Source: an optimization exercise on an open RTL-to-GDS flow (aim: small area). Production flows keep margins and buffers that such runs may drop.
Where RTL was checked, it was by simulation tests only, not by an equivalence proof against the original.
No driver is modelled on the clock port, so clock power and skew are understated where the tree is cut down; a real chip needs a root buffer or a tree.
No activity file was given, so power comes from the tool's default toggle rates.

==> flow/design.v <==
module mem32 (
    input Clk,
    input rst,
    input wr,
    input rd,
    input [3:0] in_add,
    input [31:0] Data_in_32,
    output [31:0] Data_out_32,
    output reg valid
);
    reg [127:0] mem;    
    reg [3:0]   ra;     
    wire in_range = ~(in_add[3] & in_add[2] & (in_add[1] | in_add[0]));
    wire do_wr    = wr & ~rd & in_range & ~rst;   
    wire do_rd    = rd & ~wr & in_range;
    integer b, r, k;
    function [3:0] onehot2(input [1:0] v);
        onehot2 = 4'b0001 << v;
    endfunction
    wire [3:0] wsh = onehot2(in_add[1:0]);
    reg  [31:0] wd;
    reg  [15:0] we;     
    always @(*) begin
        for (b = 0; b < 4; b = b + 1) begin
            wd[8*b +: 8] = 8'h00;
            for (k = 0; k < 4; k = k + 1)
                wd[8*b +: 8] = wd[8*b +: 8] |
                    ({8{wsh[(b - k) & 3]}} & Data_in_32[8*k +: 8]);
        end
        for (b = 0; b < 4; b = b + 1)
            for (r = 0; r < 4; r = r + 1)
                we[4*r + b] = do_wr &
                    (r == ((in_add[3:2] + (b < in_add[1:0])) & 3));
    end
    always @(posedge Clk) begin
        for (b = 0; b < 4; b = b + 1)
            for (r = 0; r < 4; r = r + 1)
                if (we[4*r + b])
                    mem[32*r + 8*b +: 8] <= wd[8*b +: 8];
        if (rd)
            ra <= in_add;
    end
    always @(posedge Clk or posedge rst) begin
        if (rst)
            valid <= 1'b0;
        else if (!(wr && !rd && !in_range))
            valid <= do_rd;
    end
    wire [3:0] rsh = onehot2(ra[1:0]);
    reg  [15:0] rrow;   
    reg  [31:0] bd;
    reg  [31:0] dout;
    always @(*) begin
        for (b = 0; b < 4; b = b + 1)
            for (r = 0; r < 4; r = r + 1)
                rrow[4*r + b] = (r == ((ra[3:2] + (b < ra[1:0])) & 3));
        for (b = 0; b < 4; b = b + 1) begin
            bd[8*b +: 8] = 8'h00;
            for (r = 0; r < 4; r = r + 1)
                bd[8*b +: 8] = bd[8*b +: 8] |
                    ({8{rrow[4*r + b]}} & mem[32*r + 8*b +: 8]);
        end
        for (k = 0; k < 4; k = k + 1) begin
            dout[8*k +: 8] = 8'h00;
            for (b = 0; b < 4; b = b + 1)
                dout[8*k +: 8] = dout[8*k +: 8] |
                    ({8{rsh[(b - k) & 3]}} & bd[8*b +: 8]);
        end
    end
    assign Data_out_32 = dout;
endmodule
==> flow/config.mk <==
export PLATFORM = sky130hd
export DESIGN_NAME = mem32
export DESIGN_NICKNAME = mem32
export VERILOG_FILES = /design/flow/design.v
export SDC_FILE = /design/flow/constraint.sdc
export NUM_CORES = 4
export LEC_CHECK = 0
export CAP_MARGIN = 5
export CORE_MARGIN = 2
export CORE_UTILIZATION = 60
export PLACE_DENSITY = 0.85
export SLEW_MARGIN = 5
==> flow/constraint.sdc <==
create_clock -name core_clock -period 5.0 [get_ports {Clk}]
set_input_delay 1.0000 -clock core_clock [delete_from_list [all_inputs] [get_ports {Clk}]]
set_output_delay 1.0000 -clock core_clock [all_outputs]
set_load 0.01 [all_outputs]
standard.sh (not shown) runs the stock make flow with config.mk's settings and CLKGATE_MAP_FILE= SYNTH_SCRIPT=/design/flow/synth_recipe.tcl, a recipe that flattens the netlist after the stock synthesis.
==> flow/flow/run.sh <==
#!/bin/bash
# Layout: the standard ORFS flow (standard.sh, unchanged synthesis),
# with the port buffers made from the smallest buffer cell and a small
# hand-built clock tree (flow/cts_manual.tcl) in place of TritonCTS.
set -euo pipefail
here=$(pwd)
export BUFFER_PORTS_ARGS="-buffer_cell sky130_fd_sc_hd__buf_1"
export PRE_CTS_TCL="$here/flow/cts_manual.tcl"
export CTS_CLOCK_NET=Clk
export CTS_ROOT_CELL=sky130_fd_sc_hd__clkbuf_8
export CTS_LEAF_CELL=sky130_fd_sc_hd__clkbuf_16
export CTS_NX=2
export CTS_NY=2
export AREA_RECOVERY_TCL="$here/flow/downsize.tcl"
bash standard.sh finish > standard_flow.log 2>&1
Other scripts of this flow, unchanged in this note and not shown: flow/flow/cts_manual.tcl, flow/flow/downsize.tcl
The baseline finished with timing, DRC and antenna clean.
Then changed:
==> flow/design.v (replaced) <==
module mem32 (
    input Clk,
    input rst,
    input wr,
    input rd,
    input [3:0] in_add,
    input [31:0] Data_in_32,
    output [31:0] Data_out_32,
    output reg valid
);
    reg [127:0] mem;    
    reg [3:0]   ra;     
    wire in_range = ~(in_add[3] & in_add[2] & (in_add[1] | in_add[0]));
    wire do_wr    = wr & ~rd & in_range & ~rst;   
    wire do_rd    = rd & ~wr & in_range;
    function [2:0] carry(input [1:0] s);
        carry = {s[1] & s[0], s[1], s[1] | s[0]};
    endfunction
    wire [31:0] w1 = in_add[0] ? {Data_in_32[23:0], Data_in_32[31:24]} : Data_in_32;
    wire [31:0] wd = in_add[1] ? {w1[15:0], w1[31:16]} : w1;
    wire [2:0] wc = carry(in_add[1:0]);
    wire [3:0] wa;      
    assign wa[0] = do_wr & ~in_add[3] & ~in_add[2];
    assign wa[1] = do_wr & ~in_add[3] &  in_add[2];
    assign wa[2] = do_wr &  in_add[3] & ~in_add[2];
    assign wa[3] = do_wr &  in_add[3] &  in_add[2];
    reg [15:0] we;      
    integer b, r;
    always @(*) begin
        for (r = 0; r < 4; r = r + 1) begin
            we[4*r + 3] = wa[r];
            for (b = 0; b < 3; b = b + 1)
                we[4*r + b] = wc[b] ? (r > 0 && wa[(r + 3) & 3]) : wa[r];
        end
    end
    always @(posedge Clk) begin
        for (b = 0; b < 4; b = b + 1)
            for (r = 0; r < 4; r = r + 1)
                if (we[4*r + b])
                    mem[32*r + 8*b +: 8] <= wd[8*b +: 8];
        if (rd)
            ra <= in_add;
    end
    always @(posedge Clk or posedge rst) begin
        if (rst)
            valid <= 1'b0;
        else if (!(wr && !rd && !in_range))
            valid <= do_rd;
    end
    wire [2:0] rc = carry(ra[1:0]);
    reg  [1:0]  rr;
    reg  [31:0] bd;
    always @(*) begin
        for (b = 0; b < 4; b = b + 1) begin
            if (b == 3)
                rr = ra[3:2];
            else
                rr = {ra[3] | (ra[2] & rc[b]), ra[2] ^ rc[b]};
            bd[8*b +: 8] = mem[32*rr + 8*b +: 8];
        end
    end
    wire [3:0] rs = 4'b0001 << ra[1:0];       
    reg  [31:0] dout;
    integer k;
    always @(*) begin
        for (k = 0; k < 4; k = k + 1) begin
            dout[8*k +: 8] = 8'h00;
            for (b = 0; b < 4; b = b + 1)
                dout[8*k +: 8] = dout[8*k +: 8] |
                    ({8{rs[(b - k) & 3]}} & bd[8*b +: 8]);
        end
    end
    assign Data_out_32 = dout;
endmodule
The new run completed with no timing, DRC or antenna violations.
Worst setup slack improves by 0.18 ns.
Total power is lower by a few percent.
Wire length falls by a few percent.
Flip-flop and latch count does not change.
Via count goes up slightly.
Global-route usage is higher by 0.14 points.
Synthesized cell count is higher slightly.
Sequential share of layout area goes down by 0.29 points.
Critical path depth came out higher by 1.
Maximum frequency goes up by a few percent.
Clock skew stays the same.
Synthesized area goes down by a few percent.
Combinational power shrinks by a few percent.
Function not checked in the second run of this note: the RTL went through the layout flow alone. In every run of this note, the design's own scripts or RTL, not TritonCTS, make the clock network.

==> afterwards: timing with drivers on the ports <==
Ports are ideal in the flow. The routed layouts listed here were re-timed in OpenROAD.
Step 1 assumes that a clkbuf_16 drives the clock port and a buf_2 every other input.
Step 2, shift: input delay + t, output delay - t, t = (earliest + latest rising clock arrival at the registers) / 2. This alone moves slack from input paths to output paths.
Slacks: ideal / step 1 / step 2; pairs: ideal / step 1.
run	t, ns	setup slack, ns	worst register clock-pin slew, ns	worst data-port slew with drivers (ns)	pins driven straight from the clock port
the first run	0.407	0.393 / 0.359 / 0.766	0.11 / 0.11	0.03	1
the second run	0.396	0.570 / 0.539 / 0.935	0.12 / 0.12	0.04	1
After both steps every run listed still meets setup and hold.
